From an optimization exercise on the open Yosys and OpenROAD flow, aimed at small area and a short achievable clock period; shortcuts taken in it are not production practice.
Function was checked by simulation only, so behaviour that the tests miss may differ from the original.
Power is estimated from default activity; no workload was simulated.

## design/flow/config.mk

```make
export PLATFORM = sky130hd
export DESIGN_NAME = pipeline
export DESIGN_NICKNAME = pipeline
export VERILOG_FILES = /design/flow/design.v
export SDC_FILE = /design/flow/constraint.sdc
export NUM_CORES = 4
export LEC_CHECK = 0
export CAP_MARGIN = 20
export CORE_MARGIN = 2
export CORE_UTILIZATION = 55
export CTS_BUF_LIST = sky130_fd_sc_hd__clkbuf_8
export CTS_CLUSTER_DIAMETER = 60
export CTS_CLUSTER_SIZE = 15
export SETUP_SLACK_MARGIN = 3.3
export SLEW_MARGIN = 20
```

## design/flow/constraint.sdc

```tcl
create_clock -name core_clock -period 6.0 [get_ports {clk}]
set_input_delay 1.2000 -clock core_clock [delete_from_list [all_inputs] [get_ports {clk}]]
set_output_delay 1.2000 -clock core_clock [all_outputs]
set_load 0.01 [all_outputs]
```

## design/flow/design.v

```verilog
module pipeline(
	input				clk,			 
	input				rst_n,		 
	output [9:0]	imem_addr,	 
	input  [15:0]	imem_data,	 
	output			wb_en,		 
	output [3:0]	wb_addr,		 
	output [15:0]	wb_data		 
);
reg [9:0]  PC;
reg        START;
reg [15:0] IRF;
reg [15:8] IRD;       
reg        E_add, E_slt, E_and, E_or, E_xor;    
reg [3:0]  E_rd;
reg        E_nz;      
reg        E_sub;     
reg [15:0] R1E;
reg [15:0] R2E;       
reg [15:0] saida_ula;
reg        mult, mult1, mult2, mult3;
reg [3:0]  M0_rd, M1_rd, M2_rd, M3_rd;
reg [15:0] aux3;
reg [3:0]  W_rd;
reg        W_nz;
reg [15:0] saida_ulaW;
reg [15:0] registers [15:0];
assign imem_addr = PC;
assign wb_en   = rst_n & W_nz;
assign wb_addr = W_rd;
assign wb_data = saida_ulaW;
always @(posedge clk) begin
	if (!rst_n) begin
		PC <= 10'd1023;
		START <= 1'b0;
		IRF <= 16'd0;
	end else if (!START) begin
		START <= 1'b1;
	end else begin
		IRF <= imem_data;
		PC <= PC + 10'd1;
	end
end
reg [7:0] rs_oh, rt_oh;    
function [3:0] oh2(input [1:0] v);
	oh2 = 4'b0001 << v;
endfunction
always @(posedge clk) begin
	if (!rst_n) begin
		IRD[15:8] <= 8'd0;
		rs_oh <= 8'h11;
		rt_oh <= 8'h11;
	end else begin
		IRD[15:8] <= IRF[15:8];
		rs_oh <= {oh2(IRF[7:6]), oh2(IRF[5:4])};
		rt_oh <= {oh2(IRF[3:2]), oh2(IRF[1:0])};
	end
end
wire [3:0] D_imm4 = {rs_oh[6] | rs_oh[7], rs_oh[5] | rs_oh[7], rs_oh[2] | rs_oh[3], rs_oh[1] | rs_oh[3]};
wire D_low0 = rs_oh[0] & rs_oh[4] & rt_oh[0] & rt_oh[4];    
wire [3:0] D_op = IRD[15:12];
wire D_imm = (D_op == 4'h3) || (D_op == 4'h7) || (D_op == 4'h8) ||
             (D_op == 4'h9) || (D_op == 4'hA) || (D_op == 4'hB);
wire D_sub = (D_op == 4'h2) || (D_op == 4'h3) || (D_op == 4'hB);
wire D_mul = (D_op == 4'hC);
reg [15:0] rs_val, rt_val;
integer j;
always @(*) begin
	rs_val = 16'd0;
	rt_val = 16'd0;
	for (j = 0; j < 16; j = j + 1) begin
		rs_val = rs_val | (registers[j] & {16{rs_oh[4 + j / 4] & rs_oh[j % 4]}});
		rt_val = rt_val | (registers[j] & {16{rt_oh[4 + j / 4] & rt_oh[j % 4]}});
	end
end
always @(posedge clk) begin
	if (!rst_n) begin
		{E_add, E_slt, E_and, E_or, E_xor} <= 5'd0;
		E_nz <= 1'b0;
		mult <= 1'b0;
	end else begin
		E_add <= (D_op == 4'h1) || (D_op == 4'h2) || (D_op == 4'hA) || (D_op == 4'hB);
		E_slt <= (D_op == 4'h3);
		E_and <= (D_op == 4'h4) || (D_op == 4'h7);
		E_or  <= (D_op == 4'h5) || (D_op == 4'h8);
		E_xor <= (D_op == 4'h6) || (D_op == 4'h9);
		E_nz <= !D_mul && (IRD[15:8] != 8'd0 || !D_low0);
		mult <= D_mul;
	end
end
always @(posedge clk) begin
	E_rd  <= IRD[11:8];
	E_sub <= D_sub;
	M0_rd <= IRD[11:8];
	R1E   <= D_imm ? {12'd0, D_imm4} : rs_val;
	R2E   <= D_sub ? ~rt_val : rt_val;
end
wire [17:0] sum = {1'b0, R1E, 1'b1} + {1'b0, R2E, E_sub};
reg [15:0] ula;
always @(*) begin
	ula = saida_ula;
	if (E_add) ula = sum[16:1];
	if (E_slt) ula = {15'd0, ~sum[17]};
	if (E_and) ula = R1E & R2E;
	if (E_or)  ula = R1E | R2E;
	if (E_xor) ula = R1E ^ R2E;
end
always @(posedge clk) begin
	if (!rst_n) saida_ula <= 16'd0;
	else        saida_ula <= ula;
end
wire mw0 = R1E[0] & R2E[0];
wire mw1 = R1E[1] & R2E[0];
wire mw2 = R1E[2] & R2E[0];
wire mw3 = R1E[3] & R2E[0];
wire mw4 = R1E[4] & R2E[0];
wire mw5 = R1E[5] & R2E[0];
wire mw6 = R1E[6] & R2E[0];
wire mw7 = R1E[7] & R2E[0];
wire mw8 = R1E[8] & R2E[0];
wire mw9 = R1E[9] & R2E[0];
wire mw10 = R1E[10] & R2E[0];
wire mw11 = R1E[11] & R2E[0];
wire mw12 = R1E[12] & R2E[0];
wire mw13 = R1E[13] & R2E[0];
wire mw14 = R1E[14] & R2E[0];
wire mw15 = R1E[15] & R2E[0];
wire mw16 = R1E[0] & R2E[1];
wire mw17 = R1E[1] & R2E[1];
wire mw18 = R1E[2] & R2E[1];
wire mw19 = R1E[3] & R2E[1];
wire mw20 = R1E[4] & R2E[1];
wire mw21 = R1E[5] & R2E[1];
wire mw22 = R1E[6] & R2E[1];
wire mw23 = R1E[7] & R2E[1];
wire mw24 = R1E[8] & R2E[1];
wire mw25 = R1E[9] & R2E[1];
wire mw26 = R1E[10] & R2E[1];
wire mw27 = R1E[11] & R2E[1];
wire mw28 = R1E[12] & R2E[1];
wire mw29 = R1E[13] & R2E[1];
wire mw30 = R1E[14] & R2E[1];
wire mw31 = R1E[0] & R2E[2];
wire mw32 = R1E[1] & R2E[2];
wire mw33 = R1E[2] & R2E[2];
wire mw34 = R1E[3] & R2E[2];
wire mw35 = R1E[4] & R2E[2];
wire mw36 = R1E[5] & R2E[2];
wire mw37 = R1E[6] & R2E[2];
wire mw38 = R1E[7] & R2E[2];
wire mw39 = R1E[8] & R2E[2];
wire mw40 = R1E[9] & R2E[2];
wire mw41 = R1E[10] & R2E[2];
wire mw42 = R1E[11] & R2E[2];
wire mw43 = R1E[12] & R2E[2];
wire mw44 = R1E[13] & R2E[2];
wire mw45 = R1E[0] & R2E[3];
wire mw46 = R1E[1] & R2E[3];
wire mw47 = R1E[2] & R2E[3];
wire mw48 = R1E[3] & R2E[3];
wire mw49 = R1E[4] & R2E[3];
wire mw50 = R1E[5] & R2E[3];
wire mw51 = R1E[6] & R2E[3];
wire mw52 = R1E[7] & R2E[3];
wire mw53 = R1E[8] & R2E[3];
wire mw54 = R1E[9] & R2E[3];
wire mw55 = R1E[10] & R2E[3];
wire mw56 = R1E[11] & R2E[3];
wire mw57 = R1E[12] & R2E[3];
wire mw58 = R1E[0] & R2E[4];
wire mw59 = R1E[1] & R2E[4];
wire mw60 = R1E[2] & R2E[4];
wire mw61 = R1E[3] & R2E[4];
wire mw62 = R1E[4] & R2E[4];
wire mw63 = R1E[5] & R2E[4];
wire mw64 = R1E[6] & R2E[4];
wire mw65 = R1E[7] & R2E[4];
wire mw66 = R1E[8] & R2E[4];
wire mw67 = R1E[9] & R2E[4];
wire mw68 = R1E[10] & R2E[4];
wire mw69 = R1E[11] & R2E[4];
wire mw70 = R1E[0] & R2E[5];
wire mw71 = R1E[1] & R2E[5];
wire mw72 = R1E[2] & R2E[5];
wire mw73 = R1E[3] & R2E[5];
wire mw74 = R1E[4] & R2E[5];
wire mw75 = R1E[5] & R2E[5];
wire mw76 = R1E[6] & R2E[5];
wire mw77 = R1E[7] & R2E[5];
wire mw78 = R1E[8] & R2E[5];
wire mw79 = R1E[9] & R2E[5];
wire mw80 = R1E[10] & R2E[5];
wire mw81 = R1E[0] & R2E[6];
wire mw82 = R1E[1] & R2E[6];
wire mw83 = R1E[2] & R2E[6];
wire mw84 = R1E[3] & R2E[6];
wire mw85 = R1E[4] & R2E[6];
wire mw86 = R1E[5] & R2E[6];
wire mw87 = R1E[6] & R2E[6];
wire mw88 = R1E[7] & R2E[6];
wire mw89 = R1E[8] & R2E[6];
wire mw90 = R1E[9] & R2E[6];
wire mw91 = R1E[0] & R2E[7];
wire mw92 = R1E[1] & R2E[7];
wire mw93 = R1E[2] & R2E[7];
wire mw94 = R1E[3] & R2E[7];
wire mw95 = R1E[4] & R2E[7];
wire mw96 = R1E[5] & R2E[7];
wire mw97 = R1E[6] & R2E[7];
wire mw98 = R1E[7] & R2E[7];
wire mw99 = R1E[8] & R2E[7];
wire mw100 = R1E[0] & R2E[8];
wire mw101 = R1E[1] & R2E[8];
wire mw102 = R1E[2] & R2E[8];
wire mw103 = R1E[3] & R2E[8];
wire mw104 = R1E[4] & R2E[8];
wire mw105 = R1E[5] & R2E[8];
wire mw106 = R1E[6] & R2E[8];
wire mw107 = R1E[7] & R2E[8];
wire mw108 = R1E[0] & R2E[9];
wire mw109 = R1E[1] & R2E[9];
wire mw110 = R1E[2] & R2E[9];
wire mw111 = R1E[3] & R2E[9];
wire mw112 = R1E[4] & R2E[9];
wire mw113 = R1E[5] & R2E[9];
wire mw114 = R1E[6] & R2E[9];
wire mw115 = R1E[0] & R2E[10];
wire mw116 = R1E[1] & R2E[10];
wire mw117 = R1E[2] & R2E[10];
wire mw118 = R1E[3] & R2E[10];
wire mw119 = R1E[4] & R2E[10];
wire mw120 = R1E[5] & R2E[10];
wire mw121 = R1E[0] & R2E[11];
wire mw122 = R1E[1] & R2E[11];
wire mw123 = R1E[2] & R2E[11];
wire mw124 = R1E[3] & R2E[11];
wire mw125 = R1E[4] & R2E[11];
wire mw126 = R1E[0] & R2E[12];
wire mw127 = R1E[1] & R2E[12];
wire mw128 = R1E[2] & R2E[12];
wire mw129 = R1E[3] & R2E[12];
wire mw130 = R1E[0] & R2E[13];
wire mw131 = R1E[1] & R2E[13];
wire mw132 = R1E[2] & R2E[13];
wire mw133 = R1E[0] & R2E[14];
wire mw134 = R1E[1] & R2E[14];
wire mw135 = R1E[0] & R2E[15];
wire mw136 = mw13 ^ mw28;
wire mw137 = mw13 & mw28;
wire mw138 = mw14 ^ mw29 ^ mw43;
wire mw139 = (mw14 & mw29) | (mw14 & mw43) | (mw29 & mw43);
wire mw140 = mw56 ^ mw68;
wire mw141 = mw56 & mw68;
wire mw142 = mw15 ^ mw30 ^ mw44;
wire mw143 = mw57 ^ mw69 ^ mw80;
wire mw144 = mw90 ^ mw99;
wire mw145 = mw9 ^ mw24;
wire mw146 = mw9 & mw24;
wire mw147 = mw10 ^ mw25 ^ mw39;
wire mw148 = (mw10 & mw25) | (mw10 & mw39) | (mw25 & mw39);
wire mw149 = mw52 ^ mw64;
wire mw150 = mw52 & mw64;
wire mw151 = mw11 ^ mw26 ^ mw40;
wire mw152 = (mw11 & mw26) | (mw11 & mw40) | (mw26 & mw40);
wire mw153 = mw53 ^ mw65 ^ mw76;
wire mw154 = (mw53 & mw65) | (mw53 & mw76) | (mw65 & mw76);
wire mw155 = mw86 ^ mw95;
wire mw156 = mw86 & mw95;
wire mw157 = mw12 ^ mw27 ^ mw41;
wire mw158 = (mw12 & mw27) | (mw12 & mw41) | (mw27 & mw41);
wire mw159 = mw54 ^ mw66 ^ mw77;
wire mw160 = (mw54 & mw66) | (mw54 & mw77) | (mw66 & mw77);
wire mw161 = mw87 ^ mw96 ^ mw104;
wire mw162 = (mw87 & mw96) | (mw87 & mw104) | (mw96 & mw104);
wire mw163 = mw111 ^ mw117;
wire mw164 = mw111 & mw117;
wire mw165 = mw136 ^ mw42 ^ mw55;
wire mw166 = (mw136 & mw42) | (mw136 & mw55) | (mw42 & mw55);
wire mw167 = mw67 ^ mw78 ^ mw88;
wire mw168 = (mw67 & mw78) | (mw67 & mw88) | (mw78 & mw88);
wire mw169 = mw97 ^ mw105 ^ mw112;
wire mw170 = (mw97 & mw105) | (mw97 & mw112) | (mw105 & mw112);
wire mw171 = mw118 ^ mw123 ^ mw127;
wire mw172 = (mw118 & mw123) | (mw118 & mw127) | (mw123 & mw127);
wire mw173 = mw138 ^ mw140 ^ mw79;
wire mw174 = (mw138 & mw140) | (mw138 & mw79) | (mw140 & mw79);
wire mw175 = mw89 ^ mw98 ^ mw106;
wire mw176 = (mw89 & mw98) | (mw89 & mw106) | (mw98 & mw106);
wire mw177 = mw113 ^ mw119 ^ mw124;
wire mw178 = (mw113 & mw119) | (mw113 & mw124) | (mw119 & mw124);
wire mw179 = mw128 ^ mw131 ^ mw133;
wire mw180 = (mw128 & mw131) | (mw128 & mw133) | (mw131 & mw133);
wire mw181 = mw142 ^ mw143 ^ mw144;
wire mw182 = mw107 ^ mw114 ^ mw120;
wire mw183 = mw125 ^ mw129 ^ mw132;
wire mw184 = mw134 ^ mw135 ^ mw139;
wire mw185 = mw6 ^ mw21;
wire mw186 = mw6 & mw21;
wire mw187 = mw7 ^ mw22 ^ mw36;
wire mw188 = (mw7 & mw22) | (mw7 & mw36) | (mw22 & mw36);
wire mw189 = mw49 ^ mw61;
wire mw190 = mw49 & mw61;
wire mw191 = mw8 ^ mw23 ^ mw37;
wire mw192 = (mw8 & mw23) | (mw8 & mw37) | (mw23 & mw37);
wire mw193 = mw50 ^ mw62 ^ mw73;
wire mw194 = (mw50 & mw62) | (mw50 & mw73) | (mw62 & mw73);
wire mw195 = mw83 ^ mw92;
wire mw196 = mw83 & mw92;
wire mw197 = mw145 ^ mw38 ^ mw51;
wire mw198 = (mw145 & mw38) | (mw145 & mw51) | (mw38 & mw51);
wire mw199 = mw63 ^ mw74 ^ mw84;
wire mw200 = (mw63 & mw74) | (mw63 & mw84) | (mw74 & mw84);
wire mw201 = mw93 ^ mw101 ^ mw108;
wire mw202 = (mw93 & mw101) | (mw93 & mw108) | (mw101 & mw108);
wire mw203 = mw147 ^ mw149 ^ mw75;
wire mw204 = (mw147 & mw149) | (mw147 & mw75) | (mw149 & mw75);
wire mw205 = mw85 ^ mw94 ^ mw102;
wire mw206 = (mw85 & mw94) | (mw85 & mw102) | (mw94 & mw102);
wire mw207 = mw109 ^ mw115 ^ mw146;
wire mw208 = (mw109 & mw115) | (mw109 & mw146) | (mw115 & mw146);
wire mw209 = mw151 ^ mw153 ^ mw155;
wire mw210 = (mw151 & mw153) | (mw151 & mw155) | (mw153 & mw155);
wire mw211 = mw103 ^ mw110 ^ mw116;
wire mw212 = (mw103 & mw110) | (mw103 & mw116) | (mw110 & mw116);
wire mw213 = mw121 ^ mw148 ^ mw150;
wire mw214 = (mw121 & mw148) | (mw121 & mw150) | (mw148 & mw150);
wire mw215 = mw157 ^ mw159 ^ mw161;
wire mw216 = (mw157 & mw159) | (mw157 & mw161) | (mw159 & mw161);
wire mw217 = mw163 ^ mw122 ^ mw126;
wire mw218 = (mw163 & mw122) | (mw163 & mw126) | (mw122 & mw126);
wire mw219 = mw152 ^ mw154 ^ mw156;
wire mw220 = (mw152 & mw154) | (mw152 & mw156) | (mw154 & mw156);
wire mw221 = mw165 ^ mw167 ^ mw169;
wire mw222 = (mw165 & mw167) | (mw165 & mw169) | (mw167 & mw169);
wire mw223 = mw171 ^ mw130 ^ mw158;
wire mw224 = (mw171 & mw130) | (mw171 & mw158) | (mw130 & mw158);
wire mw225 = mw160 ^ mw162 ^ mw164;
wire mw226 = (mw160 & mw162) | (mw160 & mw164) | (mw162 & mw164);
wire mw227 = mw173 ^ mw175 ^ mw177;
wire mw228 = (mw173 & mw175) | (mw173 & mw177) | (mw175 & mw177);
wire mw229 = mw179 ^ mw137 ^ mw166;
wire mw230 = (mw179 & mw137) | (mw179 & mw166) | (mw137 & mw166);
wire mw231 = mw168 ^ mw170 ^ mw172;
wire mw232 = (mw168 & mw170) | (mw168 & mw172) | (mw170 & mw172);
wire mw233 = mw181 ^ mw182 ^ mw183;
wire mw234 = mw184 ^ mw141 ^ mw174;
wire mw235 = mw176 ^ mw178 ^ mw180;
wire mw236 = mw4 ^ mw19;
wire mw237 = mw4 & mw19;
wire mw238 = mw5 ^ mw20 ^ mw34;
wire mw239 = (mw5 & mw20) | (mw5 & mw34) | (mw20 & mw34);
wire mw240 = mw47 ^ mw59;
wire mw241 = mw47 & mw59;
wire mw242 = mw185 ^ mw35 ^ mw48;
wire mw243 = (mw185 & mw35) | (mw185 & mw48) | (mw35 & mw48);
wire mw244 = mw60 ^ mw71 ^ mw81;
wire mw245 = (mw60 & mw71) | (mw60 & mw81) | (mw71 & mw81);
wire mw246 = mw187 ^ mw189 ^ mw72;
wire mw247 = (mw187 & mw189) | (mw187 & mw72) | (mw189 & mw72);
wire mw248 = mw82 ^ mw91 ^ mw186;
wire mw249 = (mw82 & mw91) | (mw82 & mw186) | (mw91 & mw186);
wire mw250 = mw191 ^ mw193 ^ mw195;
wire mw251 = (mw191 & mw193) | (mw191 & mw195) | (mw193 & mw195);
wire mw252 = mw100 ^ mw188 ^ mw190;
wire mw253 = (mw100 & mw188) | (mw100 & mw190) | (mw188 & mw190);
wire mw254 = mw197 ^ mw199 ^ mw201;
wire mw255 = (mw197 & mw199) | (mw197 & mw201) | (mw199 & mw201);
wire mw256 = mw192 ^ mw194 ^ mw196;
wire mw257 = (mw192 & mw194) | (mw192 & mw196) | (mw194 & mw196);
wire mw258 = mw203 ^ mw205 ^ mw207;
wire mw259 = (mw203 & mw205) | (mw203 & mw207) | (mw205 & mw207);
wire mw260 = mw198 ^ mw200 ^ mw202;
wire mw261 = (mw198 & mw200) | (mw198 & mw202) | (mw200 & mw202);
wire mw262 = mw209 ^ mw211 ^ mw213;
wire mw263 = (mw209 & mw211) | (mw209 & mw213) | (mw211 & mw213);
wire mw264 = mw204 ^ mw206 ^ mw208;
wire mw265 = (mw204 & mw206) | (mw204 & mw208) | (mw206 & mw208);
wire mw266 = mw215 ^ mw217 ^ mw219;
wire mw267 = (mw215 & mw217) | (mw215 & mw219) | (mw217 & mw219);
wire mw268 = mw210 ^ mw212 ^ mw214;
wire mw269 = (mw210 & mw212) | (mw210 & mw214) | (mw212 & mw214);
wire mw270 = mw221 ^ mw223 ^ mw225;
wire mw271 = (mw221 & mw223) | (mw221 & mw225) | (mw223 & mw225);
wire mw272 = mw216 ^ mw218 ^ mw220;
wire mw273 = (mw216 & mw218) | (mw216 & mw220) | (mw218 & mw220);
wire mw274 = mw227 ^ mw229 ^ mw231;
wire mw275 = (mw227 & mw229) | (mw227 & mw231) | (mw229 & mw231);
wire mw276 = mw222 ^ mw224 ^ mw226;
wire mw277 = (mw222 & mw224) | (mw222 & mw226) | (mw224 & mw226);
wire mw278 = mw233 ^ mw234 ^ mw235;
wire mw279 = mw228 ^ mw230 ^ mw232;
reg [57:0] mcs;  
always @(posedge clk) mcs <= {mw277, mw275, mw279, mw278, mw273, mw271, mw276, mw274, mw269, mw267, mw272, mw270, mw265, mw263, mw268, mw266, mw261, mw259, mw264, mw262, mw257, mw255, mw260, mw258, mw253, mw251, mw256, mw254, mw249, mw247, mw252, mw250, mw245, mw243, mw248, mw246, mw241, mw239, mw244, mw242, mw237, mw70, mw240, mw238, mw58, mw46, mw33, mw236, mw45, mw32, mw18, mw3, mw31, mw17, mw2, mw16, mw1, mw0};
wire mw280 = mcs[6] ^ mcs[7];
wire mw281 = mcs[6] & mcs[7];
wire mw282 = mcs[10] ^ mcs[11] ^ mcs[12];
wire mw283 = (mcs[10] & mcs[11]) | (mcs[10] & mcs[12]) | (mcs[11] & mcs[12]);
wire mw284 = mcs[14] ^ mcs[15] ^ mcs[16];
wire mw285 = (mcs[14] & mcs[15]) | (mcs[14] & mcs[16]) | (mcs[15] & mcs[16]);
wire mw286 = mcs[18] ^ mcs[19] ^ mcs[20];
wire mw287 = (mcs[18] & mcs[19]) | (mcs[18] & mcs[20]) | (mcs[19] & mcs[20]);
wire mw288 = mcs[22] ^ mcs[23] ^ mcs[24];
wire mw289 = (mcs[22] & mcs[23]) | (mcs[22] & mcs[24]) | (mcs[23] & mcs[24]);
wire mw290 = mcs[26] ^ mcs[27] ^ mcs[28];
wire mw291 = (mcs[26] & mcs[27]) | (mcs[26] & mcs[28]) | (mcs[27] & mcs[28]);
wire mw292 = mcs[30] ^ mcs[31] ^ mcs[32];
wire mw293 = (mcs[30] & mcs[31]) | (mcs[30] & mcs[32]) | (mcs[31] & mcs[32]);
wire mw294 = mcs[34] ^ mcs[35] ^ mcs[36];
wire mw295 = (mcs[34] & mcs[35]) | (mcs[34] & mcs[36]) | (mcs[35] & mcs[36]);
wire mw296 = mcs[38] ^ mcs[39] ^ mcs[40];
wire mw297 = (mcs[38] & mcs[39]) | (mcs[38] & mcs[40]) | (mcs[39] & mcs[40]);
wire mw298 = mcs[42] ^ mcs[43] ^ mcs[44];
wire mw299 = (mcs[42] & mcs[43]) | (mcs[42] & mcs[44]) | (mcs[43] & mcs[44]);
wire mw300 = mcs[46] ^ mcs[47] ^ mcs[48];
wire mw301 = (mcs[46] & mcs[47]) | (mcs[46] & mcs[48]) | (mcs[47] & mcs[48]);
wire mw302 = mcs[50] ^ mcs[51] ^ mcs[52];
wire mw303 = (mcs[50] & mcs[51]) | (mcs[50] & mcs[52]) | (mcs[51] & mcs[52]);
wire mw304 = mcs[54] ^ mcs[55] ^ mcs[56];
wire mw305 = mcs[3] ^ mcs[4];
wire mw306 = mcs[3] & mcs[4];
wire mw307 = mw280 ^ mcs[8] ^ mcs[9];
wire mw308 = (mw280 & mcs[8]) | (mw280 & mcs[9]) | (mcs[8] & mcs[9]);
wire mw309 = mw282 ^ mcs[13] ^ mw281;
wire mw310 = (mw282 & mcs[13]) | (mw282 & mw281) | (mcs[13] & mw281);
wire mw311 = mw284 ^ mcs[17] ^ mw283;
wire mw312 = (mw284 & mcs[17]) | (mw284 & mw283) | (mcs[17] & mw283);
wire mw313 = mw286 ^ mcs[21] ^ mw285;
wire mw314 = (mw286 & mcs[21]) | (mw286 & mw285) | (mcs[21] & mw285);
wire mw315 = mw288 ^ mcs[25] ^ mw287;
wire mw316 = (mw288 & mcs[25]) | (mw288 & mw287) | (mcs[25] & mw287);
wire mw317 = mw290 ^ mcs[29] ^ mw289;
wire mw318 = (mw290 & mcs[29]) | (mw290 & mw289) | (mcs[29] & mw289);
wire mw319 = mw292 ^ mcs[33] ^ mw291;
wire mw320 = (mw292 & mcs[33]) | (mw292 & mw291) | (mcs[33] & mw291);
wire mw321 = mw294 ^ mcs[37] ^ mw293;
wire mw322 = (mw294 & mcs[37]) | (mw294 & mw293) | (mcs[37] & mw293);
wire mw323 = mw296 ^ mcs[41] ^ mw295;
wire mw324 = (mw296 & mcs[41]) | (mw296 & mw295) | (mcs[41] & mw295);
wire mw325 = mw298 ^ mcs[45] ^ mw297;
wire mw326 = (mw298 & mcs[45]) | (mw298 & mw297) | (mcs[45] & mw297);
wire mw327 = mw300 ^ mcs[49] ^ mw299;
wire mw328 = (mw300 & mcs[49]) | (mw300 & mw299) | (mcs[49] & mw299);
wire mw329 = mw302 ^ mcs[53] ^ mw301;
wire mw330 = (mw302 & mcs[53]) | (mw302 & mw301) | (mcs[53] & mw301);
wire mw331 = mw304 ^ mcs[57] ^ mw303;
wire [10:0] mlo = {1'b0, mw319, mw317, mw315, mw313, mw311, mw309, mw307, mw305, mcs[1], mcs[0]} + {1'b0, mw318, mw316, mw314, mw312, mw310, mw308, mw306, mcs[5], mcs[2], 1'b0};
reg [10:0] mlo_q;  
reg [11:0] mcs2;  
always @(posedge clk) begin mlo_q <= mlo; mcs2 <= {mw330, mw331, mw328, mw329, mw326, mw327, mw324, mw325, mw322, mw323, mw320, mw321}; end
wire [5:0] mhi = {mcs2[10], mcs2[8], mcs2[6], mcs2[4], mcs2[2], mcs2[0]} + {mcs2[11], mcs2[9], mcs2[7], mcs2[5], mcs2[3], mcs2[1]} + mlo_q[10];
wire [15:0] mprod = {mhi, mlo_q[9:0]};
always @(posedge clk) begin
	if (!rst_n) begin
		mult1 <= 1'b0;
		mult2 <= 1'b0;
		mult3 <= 1'b0;
	end else begin
		mult1 <= mult;
		mult2 <= mult1;
		mult3 <= mult2;
	end
end
always @(posedge clk) begin
	M1_rd <= M0_rd;
	M2_rd <= M1_rd;
	M3_rd <= M2_rd;
	aux3  <= mprod;
end
always @(posedge clk) begin
	if (!rst_n) W_nz <= 1'b0;
	else        W_nz <= mult3 | E_nz;
	W_rd       <= mult3 ? M3_rd : E_rd;
	saida_ulaW <= mult3 ? aux3 : ula;
end
wire [15:0] wd_rst = saida_ulaW & {16{rst_n}};
genvar g;
generate for (g = 0; g < 16; g = g + 1) begin : rf
	wire we = !rst_n || (W_nz && W_rd == g);
	wire [15:0] wd = (g == 1 || g == 2) ? (wd_rst | {14'd0, !rst_n, !rst_n}) : wd_rst;
	always @(posedge clk) if (we) registers[g] <= wd;
end endgenerate
endmodule
```

## design/flow/flow/run.sh

```bash
#!/bin/bash
set -euo pipefail
export BUFFER_PORTS_ARGS="-buffer_cell sky130_fd_sc_hd__buf_2"
export CTS_ARGS="-sink_clustering_enable -repair_clock_nets -sink_clustering_size 15 -sink_clustering_max_diameter 60 -buf_list sky130_fd_sc_hd__clkbuf_8 -dont_use_dummy_load"
bash standard.sh finish > standard_flow.log 2>&1
```

## design/flow/standard.sh

```bash
#!/bin/bash
# synth_recipe.tcl (not shown) runs the flow's synth.tcl, then flattens the netlist and writes it again
# the make line also repeats each setting of config.mk as NAME=value (left out here)
make -C /OpenROAD-flow-scripts/flow DESIGN_CONFIG=/design/flow/config.mk WORK_HOME=/design/flow/orfs CLKGATE_MAP_FILE= SYNTH_SCRIPT=/design/flow/synth_recipe.tcl "${@:-finish}"
```

==> results of run 1 <==
[worst max-delay path, cell delays in order]
cell	delay, ps
buf_16	110
and2_4	130
buf_6	110
[sequential cells by signal, indices dropped and copies added (netlist names), 4 cells and up]
| signal | flops |
|---|---|
| registers | 256 |
| aux3 | 16 |
| mcs | 58 |
| M2_rd | 4 |
| E_rd | 4 |
| R1E | 16 |
| M3_rd | 4 |
| R2E | 16 |
| W_rd | 4 |
| M1_rd | 4 |
| saida_ula | 16 |
| saida_ulaW | 16 |
| mcs2 | 12 |
| rs_oh | 8 |
| IRF | 16 |
| PC | 10 |
| IRD | 8 |
| mlo_q | 11 |
| rt_oh | 8 |
[per-stage QoR]
stage                     hold WS, ps  std cells  total power, mW  setup WS (ps)
after floorplan                 309.6       1892            5.694           3317
after global placement          311.4       2400            6.418           2752
after detailed placement        312.8       2400            6.451           2708
after CTS                       330.6       2456            8.190           3231
after global routing            323.8       2464            8.616           3247
final                           327.9       2466            8.216           3252
[power by group through the flow]
stage,clock network [mW],logic (mW),registers [mW]
2_1_floorplan,0,1.30,4.39
3_3_place_gp,0,1.89,4.53
3_5_place_dp,0,1.91,4.54
4_1_cts,1.70,2.02,4.47
5_1_grt,1.82,2.28,4.52
6_report,1.67,2.07,4.47
[cell families (layout without fill, tap and decap cells)]
group                    Yosys count  after routing
AND/OR/NAND/NOR                  427            427
flip-flops                       500            500
AO/OA/AOI/OAI                    495            495
adder cells (fa/ha/maj)          141            141
multiplexers                      31             31
buffers and inverters            233            273
XOR/XNOR                          65             65
other                              0              2
[cells in the final DEF, fill, tap and decap left out, types with 15 or more instances in the layout]
cell,netlist,routed
edfxtp_1,256,256
o21ai_0,59,40
and2_1,43,37
a32oi_1,17,17
mux2i_1,21,20
dfxtp_2,0,15
xnor2_1,39,39
nor2_1,166,164
fa_1,82,82
a22oi_1,60,60
nand3_1,21,20
ha_1,59,49
dfxtp_1,244,223
inv_1,114,104
a221oi_1,21,21
buf_4,0,59
a22o_1,71,71
clkbuf_8,0,41
xor2_1,26,26
nand2_1,113,113
a21oi_1,74,71
buf_2,7,46
a222oi_1,74,74
[cell type report]
| class | instances | area [um2] |
|---|---|---|
| inverter | 121 | 500.5 |
| clock buffer | 41 | 564.3 |
| multi-input combinational | 1159 | 9331 |
| fill | 3335 | 16180 |
| timing repair buffer | 111 | 787.0 |
| tap | 532 | 665.6 |
| sequential | 500 | 12610 |
| antenna | 2 | 5.005 |
[path summary, 6_finish.rpt]
kind             from        to  slack (ps)  cells past startpoint
min reg2reg  M1_rd[1]  M2_rd[1]         330                      0
max reg2reg  rs_oh[4]   R1E[10]        3340                      5
min          M1_rd[1]  M2_rd[1]         330                      0
max             rst_n     wb_en        3250                      3
[routing by layer]
layer | routed length [um] | vias to the layer above | track usage (%)
met2 | 34760 | 1144 | 57.12
met4 | 3837 | 0 | 17.70
met3 | 8093 | 241 | 7.096
li1 | - | 7055 | -
met1 | 26800 | 8143 | 43.32
met5 | 0 | - | 0
[repair_timing]
| item | CTS | global route |
|---|---|---|
| gates resized for setup | 49 | 46 |
| hold buffers | 0 | 0 |
| cloned | 1 | 0 |
| endpoints found under the setup margin | 39 | 25 |
| pin swaps | 7 | 5 |
| setup buffers | 14 | 8 |
| hold endpoints to repair | 0 | 0 |
==> metrics.md, run 1 <==
| Metric | Value |
|---|---|
| DP HPWL | `between 40 and 50 mm` |
| Tcrit/Tclk final | `~46%` |
| Startpoint Class | `primary input` |
| Async S/R FF share, synth | `0%` |
| TritonCTS clock tree | `done` |
| DIE AREA | `0.04255 mm2` |
| Post-route minimum period | `2748 ps` |
| Final Hold Viols | `0` |
| Worst setup EP type | `output port` |
| ANT nets after route | `0` |
| CTS root buf | `clkbuf_8` |
| Clk slew on worst S/H paths | `90 ps` |
| Synth Area in Compound Gates | `16.87%` |
| Yosys warning count | `2` |
| CTS sink count | `500` |
| CP Class | `in2out` |
| Synthesis-to-layout area growth | `8.723%` |
| Clock Tree Buf Depth | `3` |
| Clk Latency, worst-skew pair | `between 600 and 700 ps` |
| Max Cap Viol | `0` |
| Post-Synth Adder-Cell Area | `about a tenth` |
| Nets | `about 2100` |
| Antenna violations before repair | `3` |
| Initial Utilization | `55.37%` |
| Clock share of power | `between 20 and 25%` |
| Setup Skew | `39.55 ps` |
| GRT Residual Overflow | `0` |
| Synth area leader | `edfxtp_1` |
| Mapped Area | `around 0.023 mm2` |
| P_int | `between 5 and 6 mW` |
| I/O pin cnt | `49` |
| H-tree depth | `2` |
| Number of global-route vias before repair | `16435` |
| Largest cells by area after synthesis | `edfxtp_1 34%, dfxtp_1 22%, fa_1 7.3%` |
| Post-DR wirelength/cell | `around 30 um` |
| Gp weighted congestion | `between 0.9 and 1` |
| WP data required | `approximately 4800 ps` |
| Worst IR Drop VDD | `0.0002102 V` |
| Syn Nets | `slightly above 2000` |
| CP arrival | `~1600 ps` |
| Top cell type's share of synthesized area | `34.16%` |
| Global Route Usage Sum | `between 30% and 40%` |
| Area post-placement | `0.02338 mm2` |
| Fraction of layout instances using a drive strength above 1 | `between 10 and 15%` |
| Slew Limit Fails | `0` |
| P_sw | `approximately 2.6 mW` |
| Syn Inst Count | `1892` |
| # port buffers | `48` |
| Flop pwr share | `54.4%` |
| Sw Share | `32.17%` |
| Mean post-synth cell area | `~12 um2` |
| First-pass GRT wire length | `about 110 mm` |
| Post-layout util | `between 60% and 70%` |
| Total CTS buffers | `between 40 and 50` |
| Max Fanout on Critical Path | `2` |
| Initial DRC count | `2518` |
| EDFF count, synth | `256` |
| Vias | `~17000` |
| Vias per inst | `approximately 6.7` |
| Status | `finished clean` |
| Most common cell in the netlist | `edfxtp_1` |
| Worst Hold Class | `reg2reg` |
| Sequential fraction of the synthesis area | `between 50 and 60%` |
| Fin area | `around 0.024 mm2` |
| Cell Pwr Density | `about 340 mW/mm2` |
| DRC | `0` |
| Count of cell types in the netlist | `80` |
| Lkg Pwr | `approximately 9.5 nW` |
| Ys flop type | `edfxtp_1` |
| Least-Margin Pin Slew | `slightly above 1000 ps` |
| TritonRoute pass-1 iters | `13` |
| Main combinational cell family by area after synthesis | `compound AO/OA/AOI/OAI gates` |
| Unrepaired setup endpoints after global routing | `true` |
| Core box area | `0.04065 mm2` |
| Sum Neg Setup Slack | `0 ps` |
| Proportion of synthesized area in mux cells | `around 1.5%` |
| Count of state elements after synthesis | `500` |
| Synth Area in XOR/XNOR | `about 2.5%` |
| Rows | `74` |
| Slew headroom | `between 30% and 40%` |
| Pin count of the biggest net entering global routing | `54` |
| Synth cell count leaders | `256 x edfxtp_1, 244 x dfxtp_1, 166 x nor2_1, 114 x inv_1, 113 x nand2_1` |
| Simple-Gate Fraction of Synth Area | `8.779%` |
| Die Y | `between 200 and 250 um` |
| Combinational group share of total power | `~25%` |
| Routed WL | `approximately 73 mm` |
| Die W | `approximately 210 um` |
| Max Clock Freq | `approximately 0.36 GHz` |
| Final setup fails | `0` |
==> run 2: changes to the inputs <==
--- a/design/flow/config.mk
+++ b/design/flow/config.mk
@@ -9,3 +9,3 @@
 export CORE_MARGIN = 2
-export CORE_UTILIZATION = 55
+export CORE_UTILIZATION = 65
 export CTS_BUF_LIST = sky130_fd_sc_hd__clkbuf_8
@@ -13,3 +13,3 @@
 export CTS_CLUSTER_SIZE = 15
-export SETUP_SLACK_MARGIN = 3.3
+export SETUP_SLACK_MARGIN = 3.4
 export SLEW_MARGIN = 20
==> run 2 against run 1 <==
- combinational power increased by 3%
- first-iteration DRC count up 22%
- count of clock-buffer cells in the layout shrank 1
- sequential cell count unchanged
- sequential power about the same
- critical endpoint unchanged
==> metrics.md, run 2 <==
| Metric | Value |
|---|---|
| Flop pwr share | `54.3% (about the same)` |
| ANT nets after route | `0 (unchanged)` |
| Fraction of layout instances using a drive strength above 1 | `14.29% (+0.58 points)` |
| Biggest regs | `registers (256), mcs (58)` |
| Max FFs per register | `256 (unchanged)` |
| Worst IR Drop VDD | `0.0002529 V (+20%)` |
| Least-Margin Pin Slew | `1207 ps (+187.2 ps)` |
| Worst path bufs/invs | `2 (unchanged)` |
| DP HPWL | `45.36 mm (-3.5%)` |
| Crit-path slowest cell | `and2_4` |
| Max Cap Viol | `0 (unchanged)` |
| Number of global-route vias before repair | `16994 (+3.4%)` |
| Clk Latency, worst-skew pair | `660 ps (about the same)` |
| Total CTS buffers | `40 (-2.4%)` |
| WP data required | `4800 ps (about the same)` |
| Post-route minimum period | `2751 ps (+2.940 ps)` |
| CTS hold repair buffers | `0 (unchanged)` |
| Yosys warning count | `2 (unchanged)` |
| Largest Register | `registers` |
| CP Class | `in2out` |
| CTS root buf | `clkbuf_8` |
| Initial DRC count | `3076 (+22%)` |
| First-pass GRT wire length | `105.2 mm (-0.64%)` |
| CP cell instances | `buf_16 -> and2_4 -> buf_6` |
| Rows | `68 (-8.1%)` |
| Die Y | `190.1 um (-7.9%)` |
| Top cell type's share of synthesized area | `34.16% (unchanged)` |
| Synth cell count leaders | `256 x edfxtp_1, 244 x dfxtp_1, 166 x nor2_1, 114 x inv_1, 113 x nand2_1` |
| Syn Nets | `2051 (unchanged)` |
| Max Fanout on Critical Path | `2 (unchanged)` |
| Vias per inst | `7.091 (+5.4%)` |
| Post-DR wirelength/cell | `30.05 um (+0.86%)` |
| Hold Slack | `329.3 ps (+1.363 ps)` |
| CTS sink count | `500 (unchanged)` |
| Initial Utilization | `65.63% (+10 points)` |
| Worst Hold Class | `reg2reg` |
| TritonRoute pass-1 iters | `12 (-1)` |
| Max Clock Freq | `0.3635 GHz (-0.11%)` |
| DRC | `0 (unchanged)` |
| Ys flop type | `edfxtp_1` |
| Clock share of power | `19.8% (-0.6 points)` |
| Nets | `2092 (-0.048%)` |
| Final Hold Viols | `0 (unchanged)` |
| Area post-placement | `0.02327 mm2 (-0.44%)` |
| Clk slew on worst S/H paths | `90 ps (about the same)` |
| Cell Pwr Density | `337.8 mW/mm2 (+0.61%)` |
| EDFF count, synth | `256 (unchanged)` |
| Sequential fraction of the synthesis area | `55.87% (unchanged)` |
| Vias | `16919 (+2.0%)` |
| Slew Limit Fails | `0 (unchanged)` |
| Startpoint Class | `primary input` |
| Routed WL | `71.71 mm (-2.4%)` |
| Count of state elements after synthesis | `500 (unchanged)` |
| Most frequent cells in the layout | `256 x edfxtp_1, 224 x dfxtp_1, 163 x nor2_1` |
| Sum Neg Setup Slack | `0 ps (unchanged)` |
| P_sw | `2.673 mW (+1.1%)` |
| Die W | `190.1 um (-7.9%)` |
| Synthesis-to-layout area growth | `8.590%` |
| H-tree depth | `2 (unchanged)` |
| Status | `finished clean` |
| Sw Share | `32.38% (+0.21 points)` |
| DIE AREA | `0.03613 mm2 (-15%)` |
| Synth area leader | `edfxtp_1` |
| Tcrit/Tclk final | `45.85% (+0.049 points)` |
| TritonCTS clock tree | `done` |
| Combinational group share of total power | `26.0% (+0.8 points)` |
| Most common cell in the netlist | `edfxtp_1` |
| I/O pin cnt | `49 (unchanged)` |
| Core box area | `0.03429 mm2 (-16%)` |
| Fin area | `0.02444 mm2 (-0.12%)` |
| Antenna violations before repair | `1 (-2)` |
| P_int | `5.583 mW (+0.17%)` |
| CP arrival | `1550 ps (about the same)` |
| Worst stage delay on the critical path | `130 ps (about the same)` |
| Async S/R FF share, synth | `0% (unchanged)` |
| Final setup fails | `0 (unchanged)` |
| Largest cells by area after synthesis | `edfxtp_1 34%, dfxtp_1 22%, fa_1 7.3%` |
| Syn Inst Count | `1892 (unchanged)` |
| Setup Skew | `91.17 ps (+51.61 ps)` |
| Lkg Pwr | `9.478 nW (about the same)` |
| Worst setup EP type | `output port` |
| # port buffers | `48 (unchanged)` |
| Mapped Area | `0.02250 mm2 (unchanged)` |
| Largest delay share family, worst path | `buffers and inverters` |
| Mean post-synth cell area | `11.89 um2 (unchanged)` |
| Slew headroom | `19.54% (-12 points)` |
| Most common cell after layout, fill and taps aside | `edfxtp_1` |
| GRT Residual Overflow | `0 (unchanged)` |
| Pin count of the biggest net entering global routing | `49 (-9.3%)` |
| Unrepaired setup endpoints after global routing | `true` |
| Clock Tree Buf Depth | `3 (unchanged)` |
| Count of cell types in the netlist | `80 (unchanged)` |
| Ant. Diodes | `0 (-2)` |
| Post-layout util | `71.27% (+11 points)` |
| Gp weighted congestion | `0.9755 (+3.4%)` |
| Global Route Usage Sum | `40.21% (+5.6 points)` |
[run 2: cell counts after synthesis]
Identical to the previous run, type by type.
[run 2: worst paths after layout]
path              startpoint        to  slack, ps  cells after the start
setup / recovery       rst_n     wb_en       3250                      3
hold / removal      M2_rd[3]  M3_rd[3]        330                      0
setup reg to reg     mcs[10]  mlo_q[9]       3310                     10
hold reg to reg     M2_rd[3]  M3_rd[3]        330                      0
[run 2: per-stage QoR]
stage	std cells	setup slack, ps	power (mW)
final	2386	3249	8.256
after global routing	2386	3239	8.616
after CTS	2381	3253	8.172
after detailed placement	2319	2708	6.467
after global placement	2318	2795	6.402
after floorplan	1892	3318	5.702
[run 2: per-layer routing]
metal | global-route usage, % | part of all wire (%) | vias to the layer above
met2 | 64.84 | 46 | 1494
met1 | 47.32 | 33 | 7981
met3 | 10.79 | 13 | 397
met5 | 0 | 0.018 | -
met4 | 27.37 | 7.5 | 2
li1 | - | - | 7045
[run 2: cell families after synthesis]
group,count (synthesis),share of synthesized area [%]
AO/OA/AOI/OAI,495,16.87
AND/OR/NAND/NOR,427,8.779
XOR/XNOR,65,2.530
multiplexers,31,1.451
flip-flops,500,55.87
adder cells (fa/ha/maj),141,10.57
buffers and inverters,233,3.925
[run 2: final cells by class]
class                           count  area, um2
Sequential cell                   500      12610
Fill cell                        2447       9851
Multi-Input combinational cell   1159       9405
Timing Repair Buffer              111      795.8
Tap cell                          455      569.3
Clock buffer                       40      550.5
Inverter                          121      504.2
[run 2: repair_timing]
item                                    in CTS  in global routing
endpoints found under the setup margin      45                 31
gates cloned                                 1                  0
pin swaps                                    1                  5
setup buffers                               21                  5
resized for setup                           59                 45
[run 2: power by group through the flow]
| stage | combinational, mW | sequential [mW] | clock [mW] |
|---|---|---|---|
| after floorplan | 1.31 | 4.39 | 0 |
| after global placement | 1.88 | 4.53 | 0 |
| after detailed placement | 1.93 | 4.54 | 0 |
| after CTS | 2.05 | 4.47 | 1.65 |
| after global routing | 2.33 | 4.52 | 1.77 |
| final | 2.14 | 4.48 | 1.63 |

-- static timing again, ports no longer ideal --
The results above use ideal ports. As a check the final layouts listed here were re-extracted and re-timed, cells and wires unchanged. Step 1, drivers: a clkbuf_16 drives clk and a buf_2 each remaining input, both assumed. Step 2 moves the port delays by t, midway between the first and last clock arrival at a register: inputs arrive t later, outputs are due t later. That takes back most of the time a late clock gives input paths. Slacks: no drivers / after step 1 / after step 2; pairs: no drivers / after step 1.
run | t (ns) | slack for setup (ns) | worst setup path at the end
run 1 | 0.683 | 3.252 / 3.154 / 2.716 | input to register
run 2 | 0.667 | 3.249 / 3.168 / 2.786 | input to register
After both steps setup and hold are still met in every run listed. For run 1, which loses most, drivers alone change the setup slack by -0.098 ns; drivers and shift together by -0.536 ns.
